Source: an optimization exercise on an open RTL-to-GDS flow (aim: small area, a short achievable clock period and few clock cycles). Production flows keep margins and buffers that such runs may drop. In this exercise RTL edits were held to simulation tests only and were not proved equivalent to the original.

## before
// dpsk_modem
module dpsk_modem (
  input  logic        clk,
  input  logic        rst_n,
  input  logic        cfg_qpsk,      
  input  logic        cfg_bypass,    
  input  logic        tx_in_valid,
  output logic        tx_in_ready,
  input  logic [7:0]  tx_in_data,
  input  logic        tx_in_last,
  output logic        tx_out_valid,
  input  logic        tx_out_ready,
  output logic [31:0] tx_out_data,
  output logic        tx_out_last,
  input  logic        rx_in_valid,
  output logic        rx_in_ready,
  input  logic [31:0] rx_in_data,
  input  logic        rx_in_last,
  output logic        rx_out_valid,
  input  logic        rx_out_ready,
  output logic [7:0]  rx_out_data,
  output logic        rx_out_last
);
Size: roughly 4900 cells after synthesis, roughly 96 I/O pins, roughly 45000 µm² of cells after synthesis.
==> flow/config.mk <==
export PLATFORM = sky130hd
export DESIGN_NAME = dpsk_modem
export DESIGN_NICKNAME = dpsk_modem
export VERILOG_FILES = /design/flow/design.v
export SDC_FILE = /design/flow/constraint.sdc
export NUM_CORES = 4
export LEC_CHECK = 0
export CAP_MARGIN = 20
export CORE_MARGIN = 2
export CORE_UTILIZATION = 40
export SLEW_MARGIN = 20
==> flow/constraint.sdc <==
create_clock -name core_clock -period 14.0 [get_ports {clk}]
set_input_delay 2.8000 -clock core_clock [delete_from_list [all_inputs] [get_ports {clk}]]
set_output_delay 2.8000 -clock core_clock [all_outputs]
set_load 0.01 [all_outputs]
standard.sh (not shown) runs the stock make flow with config.mk's settings and CLKGATE_MAP_FILE= SYNTH_SCRIPT=/design/flow/synth_recipe.tcl, a recipe that flattens the netlist after the stock synthesis.
==> flow/flow/run.sh <==
#!/bin/bash
set -e
cd "$(dirname "$0")/.."
export SETUP_SLACK_MARGIN=${SETUP_SLACK_MARGIN:-8.5}
bash standard.sh > standard.log 2>&1
Testbench counts of before, summed over its fixed seeds: cycles 2,352.
diff inputs: before => after
==> flow/flow/run.sh <==
#!/bin/bash
set -e
cd "$(dirname "$0")/.."
export SETUP_SLACK_MARGIN=${SETUP_SLACK_MARGIN:-10}
bash standard.sh > standard.log 2>&1
==> run summary <==
Number of clock-tree buffers in the layout (after / before): 0.865. Hold slack across before and after: no real change. Measured against after, the non-clock buffer count in the final layout of before comes out at 0.58 times the reference value. after vs before: global-route wire length before repair up in after. Between before and after, global router's overall resource usage increased. Between before and after, the highest achievable clock rate is lower for after. Critical path depth grows by a few percent when moving from before to after. Core utilization ends up lower on before. after: least setup slack across all paths after layout is 0.050 ns lower than what before reported.

---

job 5925:
dpsk_modem, a different RTL version from the one above (not shown whole).
For scale: ~4900 cells after synthesis, about 200 flip-flops, ~96 I/O pins, about 44000 µm² of cells after synthesis.
export LEC_CHECK = 0
export CAP_MARGIN = 20
export CORE_MARGIN = 2
export CORE_UTILIZATION = 40
export SLEW_MARGIN = 20
create_clock -name core_clock -period 14.0 [get_ports {clk}]
==> flow/flow/run.sh <==
#!/bin/bash
set -e
cd "$(dirname "$0")/.."
export SETUP_SLACK_MARGIN=${SETUP_SLACK_MARGIN:-7.0}
bash standard.sh > standard.log 2>&1
Testbench counts of job 5925, summed over its fixed seeds: cycles 2,352.
Here is what was changed in the inputs of job 1740 compared with job 5925.
-- flow/flow/run.sh --
<<< job 5925, line 4
export SETUP_SLACK_MARGIN=${SETUP_SLACK_MARGIN:-7.0}
>>> job 1740, line 4
export SETUP_SLACK_MARGIN=${SETUP_SLACK_MARGIN:-7.5}
-- flow/config.mk --
<<< job 5925, line 11
>>> job 1740, line 11
export PLACE_DENSITY = 0.8
- Every stage of the flow completed for job 1740, and the final layout passed the timing, DRC and antenna checks.
- The final layout from job 5925, which completed every stage, passed the timing, DRC and antenna checks at the end of the flow.
- Measured against each other, job 1740 and job 5925 differ in post-route clock period utilization, the higher figure coming from job 5925.
- The library cell contributing the largest single delay on the critical path comes out sky130_fd_sc_hd__dfstp_2 in one run and sky130_fd_sc_hd__dfstp_4 in the other, namely in job 5925 and job 1740 respectively.
- Global-route usage, job 1740 and job 5925: larger value in job 5925
- On setup fix buffers added after clock tree synthesis, the lower figure sits with job 5925, not job 1740.
- For flip-flop and latch count, job 5925 and job 1740 come out practically identical.
- [compare] base=job 5925 new=job 1740: cell area after layout saw an increase, final critical delay including setup and external delays now sits lower.
- Total instance count after detailed placement delta (job 5925 -> job 1740): insignificant
- Job 1740 against job 5925: cell depth of the worst flop-to-flop path shows an increase of 2; layout overhead on the synthesized area increased 1.1 points.

## what the ideal ports hide
No port has a modelled driver above. Below, the same layouts with a new extraction and two added sets of constraints.
Step 1 assumes that a clkbuf_16 drives the clock port and a buf_2 every other input.
Step 2 also shifts input and output timing later by t, the mid clock arrival at the registers, as if the neighbouring blocks saw the same clock.
a / b / c = ideal / step 1 / step 2; a / b = the first two.
| run | t, ns | slack for setup (ns) | slew at the worst register clock pin (ns) |
|---|---|---|---|
| before | 0.680 | 7.584 / 7.584 / 7.584 | 0.07 / 0.07 |
| after | 0.701 | 7.534 / 7.534 / 7.534 | 0.07 / 0.07 |
| job 5925 | 0.660 | 7.105 / 7.105 / 7.105 | 0.07 / 0.07 |
| job 1740 | 0.652 | 7.561 / 7.561 / 7.561 | 0.07 / 0.07 |
After both steps every run listed still meets setup and hold.
